From an optimization exercise on the open Yosys and OpenROAD flow, aimed at small area and a short achievable clock period; shortcuts taken in it are not production practice. Only simulation tests tie the RTL to the original design; equivalence was not proved. Power and IR drop assume default switching activity.

==> flow/design.v (outline; a module is shown in full before it is edited, if it fits) <==
// module mac_cs: 906 lines
// module sub_array: 124 lines
// module cinc: 47 lines
// module resa_subarray: 39 lines
module resa_subarray (
    input  wire         clk,
    input  wire         rst,
    input  wire [1:0]   dataflow_sel,
    input  wire         stationary_sel,
    input  wire [63:0]  array_ifmap_in,
    input  wire [63:0]  array_weight_in,
    input  wire [127:0] array_psum_in_v,
    input  wire [127:0] array_psum_in_h,
    output wire [63:0]  array_ifmap_out,
    output wire [63:0]  array_weight_out,
    output wire [127:0] array_psum_out_v,
    output wire [127:0] array_psum_out_h
);
  // ...
==> flow/flow/run.sh <==
#!/bin/bash
# The standard layout, with changes made through ORFS's own variables only:
# clock tree synthesis without dummy loads and with larger sink clusters, port buffers of cell buf_1, and
# timing repair aiming at a 5.15 ns setup margin. Each tool's output is kept
# in the ORFS logs under orfs/logs; make's own output goes to
# make_finish.log here.
set -euo pipefail
export CTS_ARGS="-sink_clustering_enable -repair_clock_nets -dont_use_dummy_load -sink_clustering_size 20 -sink_clustering_max_diameter 80"
export BUFFER_PORTS_ARGS="-buffer_cell sky130_fd_sc_hd__buf_1"
export SETUP_SLACK_MARGIN=5.15
bash standard.sh finish > make_finish.log 2>&1
==> flow/standard.sh <==
#!/bin/bash
# synth_recipe.tcl (not shown) runs the flow's synth.tcl, then flattens the netlist and writes it again
# the make line also repeats each setting of config.mk as NAME=value (left out here)
make -C /OpenROAD-flow-scripts/flow DESIGN_CONFIG=/design/flow/config.mk WORK_HOME=/design/flow/orfs CLKGATE_MAP_FILE= SYNTH_SCRIPT=/design/flow/synth_recipe.tcl "${@:-finish}"
==> flow/config.mk <==
export PLATFORM = sky130hd
export DESIGN_NAME = resa_subarray
export DESIGN_NICKNAME = resa_subarray
export VERILOG_FILES = /design/flow/design.v
export SDC_FILE = /design/flow/constraint.sdc
export NUM_CORES = 4
export LEC_CHECK = 0
export CAP_MARGIN = 20
export CORE_MARGIN = 2
export CORE_UTILIZATION = 65
export PLACE_DENSITY = 0.7
export SLEW_MARGIN = 20
export SYNTH_HIERARCHICAL = 1
==> flow/constraint.sdc <==
create_clock -name core_clock -period 10.0 [get_ports {clk}]
set_input_delay 2.0000 -clock core_clock [delete_from_list [all_inputs] [get_ports {clk}]]
set_output_delay 2.0000 -clock core_clock [all_outputs]
set_load 0.01 [all_outputs]
==> results.tsv, run 1 <==
metric	value	unit
status	no timing/DRC/antenna violations	
clk_buf instances	95	
Most flops, register	u_array.lb	
DRT antenna net count	0	
worst slack, placed	3.838	ns
Global Route Usage Sum	0.3556	
TritonCTS Sinks	1522	
Compound-Gate Fraction of Synth Area	0.05587	
die area	140300	um2
grt met2 use	0.5539	
top post-synthesis cells by area	fa_1 (24%), dfxtp_1 (23%), dfrtp_1 (8.2%), and2_1 (7.6%), edfxtp_1 (6.5%)	
clock-cell share of area	0.02420	
#MultiIn Comb	5348	
Synth Warn #	7	
Overflow after GRT	0	
Final WS setup	5.104	ns
top flop regs	u_array.lb x256, u_array.d0 x192, u_array.d2 x192	
Sum Neg Setup Slack	0	ns
critical path depth	10	
commonest non-fill, non-tap cell in the layout	inv_1	
final core occ	0.7232	
met3 routed WL	25860	um
met3 Resource Use GR	0.07998	
Async SR Flop Fraction	0.1932	
Net Sw Frac	0.3797	
Synth Flop Type	dfxtp_1	
RR Endpoint	u_array.pcol[2].os[18]$_DFF_PP0_	
Num CTS Buffers	95	
Clock Pin Slew Worst Setup and Hold Paths	0.08	ns
Top Metal Used	met5	
startpoint types	register	
count leader, synth	inv_1	
nets	10860	
Critical Path RT	8.00	ns
Mean Syn Cell Area	10.43	um2
Finished Layout Cells	10770	
vias per inst	5.680	
Hold Path Sink	u_array.pcol[2].pd2[2]$_DFF_P_	
CP peak stage delay	0.40	ns
clock root buffer	clkbuf_16	
largest net degree at the start of global routing	134	
Seq. cell area	34230	um2
Yosys top cell by area	fa_1	
==> run 2: changes to the inputs <==
==> flow/flow/run.sh (replaced) <==
#!/bin/bash
# The standard layout, with changes made through ORFS's own variables only:
# clock tree synthesis without dummy loads and with larger sink clusters, port buffers of cell buf_1, and
# timing repair aiming at a 5.0 ns setup margin. Each tool's output is kept
# in the ORFS logs under orfs/logs; make's own output goes to
# make_finish.log here.
set -euo pipefail
export CTS_ARGS="-sink_clustering_enable -repair_clock_nets -dont_use_dummy_load -sink_clustering_size 20 -sink_clustering_max_diameter 80"
export BUFFER_PORTS_ARGS="-buffer_cell sky130_fd_sc_hd__buf_1"
export SETUP_SLACK_MARGIN=5.0
bash standard.sh finish > make_finish.log 2>&1
==> run 2 against run 1 <==
  * Via count decreased by 1.5%
  * Utilization decreased by 1.6 points
  * Still clean on timing, DRC and antenna
  * Worst hold slack improved by 0.0027 ns
  * Clock-buffer cell count unchanged
  * Combinational power decreased by 6.1%
  * Die area unchanged
  * Largest power group unchanged
  * Sequential power about the same
  * Routed wire length decreased by 3.3%
  * Flip-flop and latch count unchanged
  * Maximum frequency decreased by 0.52%
  * Clock power about the same
==> results.tsv, run 2 <==
metric	value	unit	change
# IOs	773		
final period utilization	0.4922		
CTS tree	built		
Initial Util	0.6572		
Synth Flop Type	dfxtp_1		
hold crit path type	register to register		
Die Y	374.5	um	
startpoint types	register		
Critical Path RT	8.00	ns	about the same
Fill cells	10260		
Least-Margin Pin Slew	1.124	ns	
worst skew pair latency	0.79	ns	
data arrival time of the critical path	2.92	ns	
nets	10730		-1.2%
clock root buffer	clkbuf_16		
Max IR drop VDD	0.4484	mV	
commonest non-fill, non-tap cell in the layout	inv_1		
synthesized instance count	8556		
mux cell area share after synthesis	0.006071		
TritonCTS Sinks	1522		unchanged
Yosys top cell area share	0.2351		
CP Capture Type	output port		
Finished Layout Cells	10650		-1.2%
fmax	203.2	MHz	
DR WL/cell	23.30	um	
CP max stage cell	dfrtp_1		
clk buf depth	3		
Die Width	374.5	um	
crit-path max FO	4		
synth cell count leaders	inv_1 (1,235), and2_1 (1,079), fa_1 (1,048), dfxtp_1 (1,036), nand2_1 (938)		
top flop regs	u_array.lb x256, u_array.d0 x192, u_array.d2 x192		
# Max-Cap Violations	0		
mapped cell area	89250	um2	
syn nets	10430		
H-tree level count	3		
Synth Warn #	7		unchanged
total number of vias	60300		
Async SR Flop Fraction	0.1932		unchanged
met1 Use GR	0.4807		
antenna violations before repair	28		
Most Crowded Layer GR	met2		
crit-path most repeated cell	o311ai_4		
Synth Area in Simple Gates	0.1584		
largest net degree at the start of global routing	184		+37%
Mean Syn Cell Area	10.43	um2	unchanged
post-synthesis xor/xnor area fraction	0.02633		
placed inst area	91890	um2	
Most flops, register	u_array.lb		
vias per inst	5.663		-0.29%
drt initial violations	5053		
Pwr per Cell Area	205.7	nW/um2	
# setup viols final	0		
status	no timing/DRC/antenna violations		
grt met2 use	0.5384		-0.01544
Detailed Place HPWL	179000	um	
clock skew	0.1393	ns	
met3 Resource Use GR	0.07681		-0.003164
Inst Count DP	10480		
CP peak stage delay	0.41	ns	about the same
total chip power	19760	uW	
Layout area overhead	7.644	%	
Yosys top cell by area	fa_1		
first-pass GRT wire length	367000	um	
commonest non-fill, non-tap cells in the layout	inv_1 (1,234), and2_1 (1,076), fa_1 (1,032)		
DR DRC count	0		
Pleak	0.04420	uW	
Overflow after GRT	0		unchanged
critical-path cell list	nand3_1 > o21ai_2 > o311ai_4 > o311ai_4 > ha_2 > ha_1 > xor2_2 > buf_1		
number of flip-flops in the largest register	256		
count leader, synth	inv_1		
die area	140300	um2	unchanged
Global Route Usage Sum	0.3452		-0.01036
Core Box Area	135800	um2	
kind of critical path	register to output port		
fin area	96070	um2	
sequential element share of the synthesized area	0.3794		
delay-heaviest family, CP	compound AO/OA/AOI/OAI gates		
layout cells sized above 1	0.04732		
Site Rows	135		
Post-Route WL	248000	um	
number of enable flip-flop cells after synthesis	192		
Num CTS Buffers	95		unchanged
vias in the first global route	61740		
main combinational cell family by area after synthesis	adder cells		
min cycle time layout	4.922	ns	
gp weighted congestion	0.9174		
Compound-Gate Fraction of Synth Area	0.05587		unchanged
top post-synthesis cells by area	fa_1 (24%), dfxtp_1 (23%), dfrtp_1 (8.2%), and2_1 (7.6%), edfxtp_1 (6.5%)		
I/O Buffers	516		
Yosys cell types	81		
Max-slew headroom	0.2507		
max-slew violations	0		
Sum Neg Setup Slack	0	ns	unchanged
DRT antenna net count	0		unchanged
CP Buf/Inv Count	1		
adder-cell share of the synthesized area	0.2962		
first drt pass iteration count	6		
post-cts hold buffer count	0		
Synth Register Bits	1522		
final-report hold violation count	0		
RSZ-0062 raised after global routing	true		
Clock Pin Slew Worst Setup and Hold Paths	0.07	ns	about the same
run 2: power breakdown:
group / internal, uW / switching [uW] / total [uW] / leakage (uW)
clock network: 1680 / 1950 / 3630 / 0.00117
logic: 3930 / 4870 / 8790 / 0.0284
registers: 6730 / 614 / 7340 / 0.0146
run 2: final cells by class:
| type | count | area [um2] | area share |
|---|---|---|---|
| multi-input cells | 5344 | 48700 | 0.5069 |
| repair buffers | 659 | 3934 | 0.04095 |
| well taps | 1781 | 2228 | 0.02320 |
| diodes | 11 | 27.53 | 0.0002865 |
| flip-flops and latches | 1522 | 34170 | 0.3556 |
| inverters | 1235 | 4639 | 0.04829 |
| clock buffers | 95 | 2377 | 0.02475 |
run 2: through the flow:
step                        util  setup slack [ns]  hold WS (ns)
after floorplan                -             4.097        0.3096
after global placement    0.6764             4.167        0.3099
after detailed placement  0.6766             4.120        0.3121
after CTS                 0.6959             4.953        0.3161
after global routing      0.7073             4.923        0.3135
final                     0.7074             5.078        0.3144
run 2: worst reg2reg max path, delay by kind of cell (launching register included):
kind | cells | cell delay [ns]
adders and majority gates | 8 | 3.39
DFF | 1 | 0.36
xor gates and xnor gates | 1 | 0.10
and+or+nand+nor | 2 | 0.30
buffers and inverters | 7 | 0.56
run 2: layer usage:
| metal | vias to the layer above | wire length (um) | share of wire |
|---|---|---|---|
| li1 | 26920 | - | - |
| met1 | 29960 | 100800 | 0.41 |
| met2 | 2863 | 112800 | 0.45 |
| met3 | 534 | 24140 | 0.097 |
| met4 | 16 | 9995 | 0.040 |
| met5 | - | 221 | 0.00089 |
run 2: modules after synthesis, one instance, submodules excluded, excerpt:
module,flip-flops and latches,times used,area (um2)
mac_cs,0,4,8882
sub_array,1522,1,51620
cinc,0,4,523.0
run 2: what timing repair did:
action                     in CTS  in global routing
cloned                          0                 22
setup endpoints to repair      56                 66
gates resized for setup       105                196
hold endpoints to repair        0                  0
pin swaps                       1                 20
setup buffers                   0                 41
run 2: cells by family after synthesis:
group,count (synthesis)
adder cells (fa/ha/maj),1484
buffers and inverters,1690
XOR/XNOR,262
other,1
multiplexers,54
flip-flops,1522
AO/OA/AOI/OAI,777
AND/OR/NAND/NOR,2766
run 2: path summary, 6_finish.rpt:
kind                                                       from                                to  slack (ns)  cells past startpoint
max in group asynchronous                                   rst           u_array.v0[2]$_DFF_PP0_        7.13                      4
worst min-delay path            u_array.pcol[0].pd1[13]$_DFF_P_   u_array.pcol[0].pd2[13]$_DFF_P_        0.31                      0
worst min register to register  u_array.pcol[0].pd1[13]$_DFF_P_   u_array.pcol[0].pd2[13]$_DFF_P_        0.31                      0
min in group asynchronous                                   rst  u_array.pcol[1].os[20]$_DFF_PP0_        1.50                      3
worst max-delay path            u_array.pcol[2].os[7]$_DFF_PP0_              array_psum_out_v[94]        5.08                      8
worst max register to register          u_array.d2[165]$_DFF_P_  u_array.pcol[2].os[18]$_DFF_PP0_        5.14                     18

-- static timing again, ports no longer ideal --
No port has a modelled driver above. Below, the same layouts with a new extraction and two added sets of constraints. Step 1: set_driving_cell puts a clkbuf_16 on clk and a buf_2 on each other input, an assumption about the parent block. Step 2 moves the port delays by t, midway between the first and last clock arrival at a register: inputs arrive t later, outputs are due t later. That takes back most of the time a late clock gives input paths. Three values: ideal ports, drivers, drivers and shift; two values: the first two.
| run | shift t [ns] | setup WS [ns] | hold WS [ns] | latest minus earliest clock arrival (ns) | worst data-port slew with drivers (ns) |
|---|---|---|---|---|---|
| run 1 | 0.790 | 5.104 / 5.035 / 4.565 | 0.312 / 0.312 / 0.312 | 0.138 / 0.138 | 0.22 |
| run 2 | 0.781 | 5.078 / 5.015 / 4.329 | 0.314 / 0.314 / 0.314 | 0.140 / 0.140 | 0.18 |
After both steps every run listed still meets setup and hold. The setup slack of run 2, which loses most, moves by -0.063 ns with the drivers and by -0.749 ns with both steps.
